Context: an optimization exercise on an open-source flow, tuned for small area, a short achievable clock period and few clock cycles. The choices shown serve that exercise and are no tape-out recipe. Function was not checked in any run shown here: the RTL went through the layout flow alone. Power and IR drop assume default switching activity.

==> flow/design.v, too long to show whole: its modules and the start of the top module <==
// module CNN: 2777 lines
// module xnr: 3 lines
// module orr: 3 lines
// module fa: 4 lines
module CNN(
    input                       clk,
    input                       rst_n,
    input                       in_valid,
    input      signed [15:0]    in_data,
    input                       opt,
    output reg                  out_valid,
    output reg signed [15:0]    out_data
);
  // ...
==> flow/flow/run.sh <==
#!/bin/bash
# Standard ORFS layout, with faster port buffers and timing repair aimed
# below the clock period.
set -euo pipefail
bash standard.sh SETUP_SLACK_MARGIN=10 CTS_BUF_DISTANCE=120 "BUFFER_PORTS_ARGS=-buffer_cell sky130_fd_sc_hd__buf_2" finish > make.log 2>&1
==> flow/standard.sh <==
#!/bin/bash
# synth_recipe.tcl (not shown) runs the flow's synth.tcl, then flattens the netlist and writes it again
# the make line also repeats each setting of config.mk as NAME=value (left out here)
make -C /OpenROAD-flow-scripts/flow DESIGN_CONFIG=/design/flow/config.mk WORK_HOME=/design/flow/orfs CLKGATE_MAP_FILE= SYNTH_SCRIPT=/design/flow/synth_recipe.tcl "${@:-finish}"
==> flow/config.mk <==
export PLATFORM = sky130hd
export DESIGN_NAME = CNN
export DESIGN_NICKNAME = CNN
export VERILOG_FILES = /design/flow/design.v
export SDC_FILE = /design/flow/constraint.sdc
export NUM_CORES = 4
export LEC_CHECK = 0
export CAP_MARGIN = 20
export CORE_MARGIN = 2
export CORE_UTILIZATION = 40
export CTS_CLUSTER_DIAMETER = 100
export CTS_CLUSTER_SIZE = 25
export PLACE_DENSITY = 0.6
export SLEW_MARGIN = 20
export SYNTH_HIERARCHICAL = 1
export SYNTH_MINIMUM_KEEP_SIZE = 0
==> flow/constraint.sdc <==
create_clock -name core_clock -period 14.0 [get_ports {clk}]
set_input_delay 2.8000 -clock core_clock [delete_from_list [all_inputs] [get_ports {clk}]]
set_output_delay 2.8000 -clock core_clock [all_outputs]
set_load 0.01 [all_outputs]
==> impl_metrics.csv, run 1 <==
group,metric,value,unit
run_status,status,"finished clean",
route,drc,0,
route,wl_met1,57.7,mm
final_layout,final_util,43.4,%
grt,first_global_vias,37600,
clock_tree,ctsHoldBuffers,0,
power,power_density,189,nW/um^2
logic_synthesis,yosysSeqAreaShare,40.0,%
placement,dpl.hpwl,95.2,mm
placement,place_ws,9.64,ns
die,core-area,150000,um^2
grt,use_met3,3.95,%
setup_path,reg2regPathDepth,11,
setup_path,crit_chain,"buf_6",
power,sequentialPowerShare,34.6,%
setup_path,slowest_delay,0.39,ns
grt,use_met1,24.1,%
power,power.total,12.3,mW
logic_synthesis,synth-simple-area-share,11.5,%
final_layout,buffer_area_share,1.97,%
route,routed_wl,140,mm
final_layout,fill_cells,13800,
timing,worst_pin_slew,1.11,ns
final_layout,multi_input_area,34800,um^2
die,pin_count,37,
worst_hold_path,worstHoldPathType,"flop to flop",
clock_tree,clk_path_buf_depth,3,
grt,grt_max_degree,50,
logic_synthesis,synth_seq_cells,1118,
==> inputs of run 2 (changes only) <==
--- a/flow/design.v
+++ b/flow/design.v
@@ -2757,23 +2757,22 @@
 reg pv0, pv1, pfirst, plast, pg;
 always @(posedge clk or negedge rst_n) begin
     if (!rst_n) begin
         pv0 <= 1'b0; pv1 <= 1'b0; pfirst <= 1'b0; plast <= 1'b0; pg <= 1'b0;
     end else begin
         pv0 <= fv && !g; pv1 <= fv && g; pfirst <= first; plast <= fv && last; pg <= g;
     end
 end
-reg signed [15:0] mx0, mx1;
-wire signed [15:0] n0 = (pfirst || f > mx0) ? f : mx0;
+reg signed [15:0] mx1;
+wire signed [15:0] n0 = (pfirst || f > out_data) ? f : out_data;
 wire signed [15:0] n1 = (pfirst || f > mx1) ? f : mx1;
 always @(posedge clk) begin
-    if (pv0) mx0 <= n0;
-    if (pv1) mx1 <= n1;
-    out_data <= pg ? n1 : n0;
+    if (pv1 && !plast) mx1 <= n1;
+    if (pv0 || (pv1 && plast)) out_data <= pv1 ? n1 : n0;
 end
 always @(posedge clk or negedge rst_n) begin
     if (!rst_n) out_valid <= 1'b0;
     else out_valid <= plast;
 end
 endmodule
 module xnr(input a, b, output y);
 assign y = ~(a ^ b);
==> flow/flow/run.sh (replaced) <==
#!/bin/bash
# Standard ORFS layout, with faster port buffers and timing repair aimed
# below the clock period.
set -euo pipefail
bash standard.sh SETUP_SLACK_MARGIN=10 "BUFFER_PORTS_ARGS=-buffer_cell sky130_fd_sc_hd__buf_2" finish > make.log 2>&1
==> run 2 against run 1 <==
  * Global-route usage increased by 0.083 points
  * Worst hold slack improved by 0.027 ns
  * Largest power group unchanged
  * Clock-buffer cell count increased by 4
  * First-iteration DRC count increased by 8.6%
  * Critical path depth unchanged
  * Still clean
  * Clock power increased by 2%
  * Wire length decreased by 0.97%
  * Register-to-register slack improved by 0.02 ns
  * Synthesized cell count decreased by 1.5%
  * Setup slack got worse by 0.11 ns
  * Sequential cell count decreased by 17
==> impl_metrics.csv, run 2 <==
group,metric,value,unit
run_status,status,"finished clean",
timing,period_minus_slack,4.09,ns
timing,drv_slew,0,
logic_synthesis,synth.distinct_cells,60,
logic_synthesis,syn_inst,4899,
setup_path,path_class,"flop to output pin",
route,drc,0,
setup_path,reg2regPathDepth,11,
timing,final.period_utilization,29.2,%
route,viasPerCell,5.04,
logic_synthesis,synth_top_area_cell,"fa_1",
clock_tree,cts_buffers,54,
final_layout,final_nets,6087,
final_layout,largest_reg_flops,576,
grt,grt_max_degree,50,
logic_synthesis,synthFlopType,"dfxtp_1",
logic_synthesis,yosysSeqAreaShare,39.9,%
setup_path,slowest_delay,0.44,ns
final_layout,final_layout_size_suffix_gt1_share,5.76,%
placement,dp.cells,6656,
die,die_width,391,um
placement,placed_area,61800,um^2
logic_synthesis,synthesis.area,59800,um^2
setup_path,cp.required,11.20,ns
timing,setup_viol_count_final,0,
worst_hold_path,hold_start,"ring[8][8]",
final_layout,largest-register,"ring",
setup_path,path_buf_inv,1,
power,p_leak,23.9,nW
clock_tree,clock_latency,0.72,ns
route,vias,34400,
final_layout,layout_commonest_cell,"nand2_1",
logic_synthesis,async_reset_ff_share,1.18,%
clock_tree,root_buffer,"clkbuf_16",
timing,clock.fmax,0.244,GHz
flow_run,maxCapViolations,0,
grt,grt_overflow,0,
setup_path,crit_path_start,"out_data[4]",
logic_synthesis,synth_seq_cells,1101,
grt,first_global_vias,37600,
route,drt-initial-drc-count,2381,
timing,worst_pin_slew,0.960,ns
power,power_density,189,nW/um^2
final_layout,fin_area,64300,um^2
grt,grt_antenna_before_repair,7,
setup_path,crit_chain,"buf_2",
logic_synthesis,synth-edff-count,176,
final_layout,final_cell_mix,"1355 x nand2_1, 1041 x fa_1, 900 x dfxtp_1, 357 x xnor2_1, 176 x edfxtp_1",
die,core-area,148000,um^2
route,dr.pass1.iters,6,
logic_synthesis,synthTopCellsByArea,"fa_1 35%, dfxtp_1 31%, edfxtp_1 8.8%",
timing,hold_ws,0.319,ns
timing,fin_skew,0.0369,ns
setup_path,cp.depth,1,
logic_synthesis,avgSynthCellArea,12.2,um^2
setup_path,critPathLaunchType,"flop",
logic_synthesis,yosys_warnings,8,
setup_path,crit_slowest_cell,"edfxtp_1",
worst_hold_path,hold_depth,0,
route,routed_wl,138,mm
clock_tree,clk_path_buf_depth,3,
clock_tree,ctsHoldBuffers,0,
setup_path,worstSetupEndpointType,"output pin",
setup_path,crit_arrival,1.29,ns
timing,hold_viol,0,
final_layout,final_util,43.4,%
die,die-area,153000,um^2
timing,rsz0062_at_grt,"yes",
setup_path,r2r_start,"kr3[1]",
clock_tree,cts_sinks,1101,
setup_path,critical_path.max_fanout,2,
worst_hold_path,worstHoldPathType,"flop to flop",
timing,relSlewSlack,35.7,%
power,peakVddDrop,110,uV
grt,grt_util_all_layers,18.4,%
placement,dpl.hpwl,94.9,mm
final_layout,reg_top3,"ring (576), sa (32), sb (31)",
clock_tree,cts-htree-levels,2,
timing,setup_tns,0,ns
final_layout,fin_cells,6829,
route,wl_per_cell,20.2,um
die,pin_count,37,
grt,grt_pass1_wl,216,mm
die,dieHeight,391,um
setup_path,crit_family,"flip-flops",
logic_synthesis,synth.top_cell.area_share,34.8,%
die,rows,141,
placement,numPortBuffers,36,
final_layout,syn_to_final_growth,7.48,%
placement,place.gp.congestion,0.868,
logic_synthesis,synth.cells.most_frequent,"1355 x nand2_1, 1041 x fa_1, 912 x dfxtp_1",
route,ant_nets,0,
clock_tree,cts_tree,"yes",
clock_tree,clk_pin_slew,0.10,ns
die,start_util,40.4,%
logic_synthesis,yosysMostFrequentCell,"nand2_1",
[run 2: cell types whose count changed after synthesis, moves of 7 or more]
cell / previous run / this run
clkbuf_1: 219 / 207
o21ai_0: 19 / 29
dfxtp_1: 928 / 912
o221a_1: 15 / 0
a21o_1: 7 / 14
nor2_1: 61 / 28
o21ai_1: 16 / 1
mux2i_1: 15 / 1
nand3_1: 6 / 14
[run 2: power by group]
part           internal, mW  switching (mW)  total, mW
Sequential             3.88           0.297       4.18
Combinational          2.95            3.20       6.15
Clock                 0.808            1.04       1.85
Total                  7.64            4.54       12.2
[run 2: metrics by stage]
| step | setup slack (ns) | total power, mW |
|---|---|---|
| 2_1_floorplan | 10.07 | 8.78 |
| 3_3_place_gp | 9.70 | 10.4 |
| 3_5_place_dp | 9.65 | 10.5 |
| 4_1_cts | 9.83 | 12.4 |
| 5_1_grt | 9.83 | 13.4 |
| 6_report | 9.91 | 12.2 |
[run 2: cells by family (layout without fill, tap and decap cells)]
logic type      count (synthesis)  in the layout  share of synthesized area (%)
flops                        1101           1101                           39.9
other cells                     1              5                        0.00627
fa+ha+maj                    1208           1208                           38.3
simple gates                 1639           1639                           11.4
compound gates                119            119                           1.30
xor+xnor                      409            409                           5.99
mux                            36             36                          0.694
buf+inv                       386            382                           2.45
[run 2: modules after synthesis, one instance, submodules excluded]
module,cell area [um^2],flops+latches,times used,cells
xnr,8.76,0,157,1
fa,20.0,0,1038,1
orr,6.26,0,149,1
CNN,36800,1101,1,3555
[run 2: cell type report]
cell class	count	area, um^2
Fill cell	13600	83900
Inverter	136	510
Clock inverter	15	216
Multi-Input combinational cell	3413	34500
Sequential cell	1101	23900
Tap cell	1930	2410
Clock buffer	78	1540
Antenna cell	3	7.51
Timing Repair Buffer	153	1210
[run 2: metal layers]
| metal | GRT usage [%] | part of all wire (%) |
|---|---|---|
| met1 | 24.2 | 41 |
| met2 | 30.4 | 48 |
| met3 | 3.63 | 7.3 |
| met4 | 6.51 | 3.7 |
| met5 | 0 | 0.0080 |
[run 2: timing repair]
action                                  CTS  global route
pin swaps                                 0             0
resized for setup                        12            20
buffers inserted                          9            65
endpoints found under the setup margin   31            33
gates cloned                              0             3
[run 2: worst paths after layout]
kind / endpoint / slack (ns)
worst max-delay path: out_data[4] / 9.91
worst min-delay path: ring[9][8] / 0.32
worst max register to register: cs3b[15] / 10.09
worst min register to register: ring[9][8] / 0.32
max in group asynchronous: pv0 / 11.61
min in group asynchronous: opt_r / 2.06

port drivers added, routing unchanged:
Ports are ideal in the flow. The routed layouts listed here were re-timed in OpenROAD. Step 1 (the two cells are an assumption about what drives the block):
set clk [get_ports {clk}]
set_driving_cell -lib_cell sky130_fd_sc_hd__clkbuf_16 $clk
set_driving_cell -lib_cell sky130_fd_sc_hd__buf_2 [delete_from_list [all_inputs] $clk]
Step 2 times the ports against the registers' clock, not the clock port: input delays grow and output delays shrink by t, the midpoint of the rising clock arrivals with the driver on. Slacks: no drivers / after step 1 / after step 2; pairs: no drivers / after step 1.
run | t, ns | setup WS [ns] | worst slew at a driven data input, ns | cell pins on the clock port's net
run 1 | 0.740 | 10.017 / 9.939 / 10.067 | 0.08 | 1
run 2 | 0.778 | 9.909 / 9.827 / 10.094 | 0.10 | 1
After both steps setup and hold are still met in every run listed.
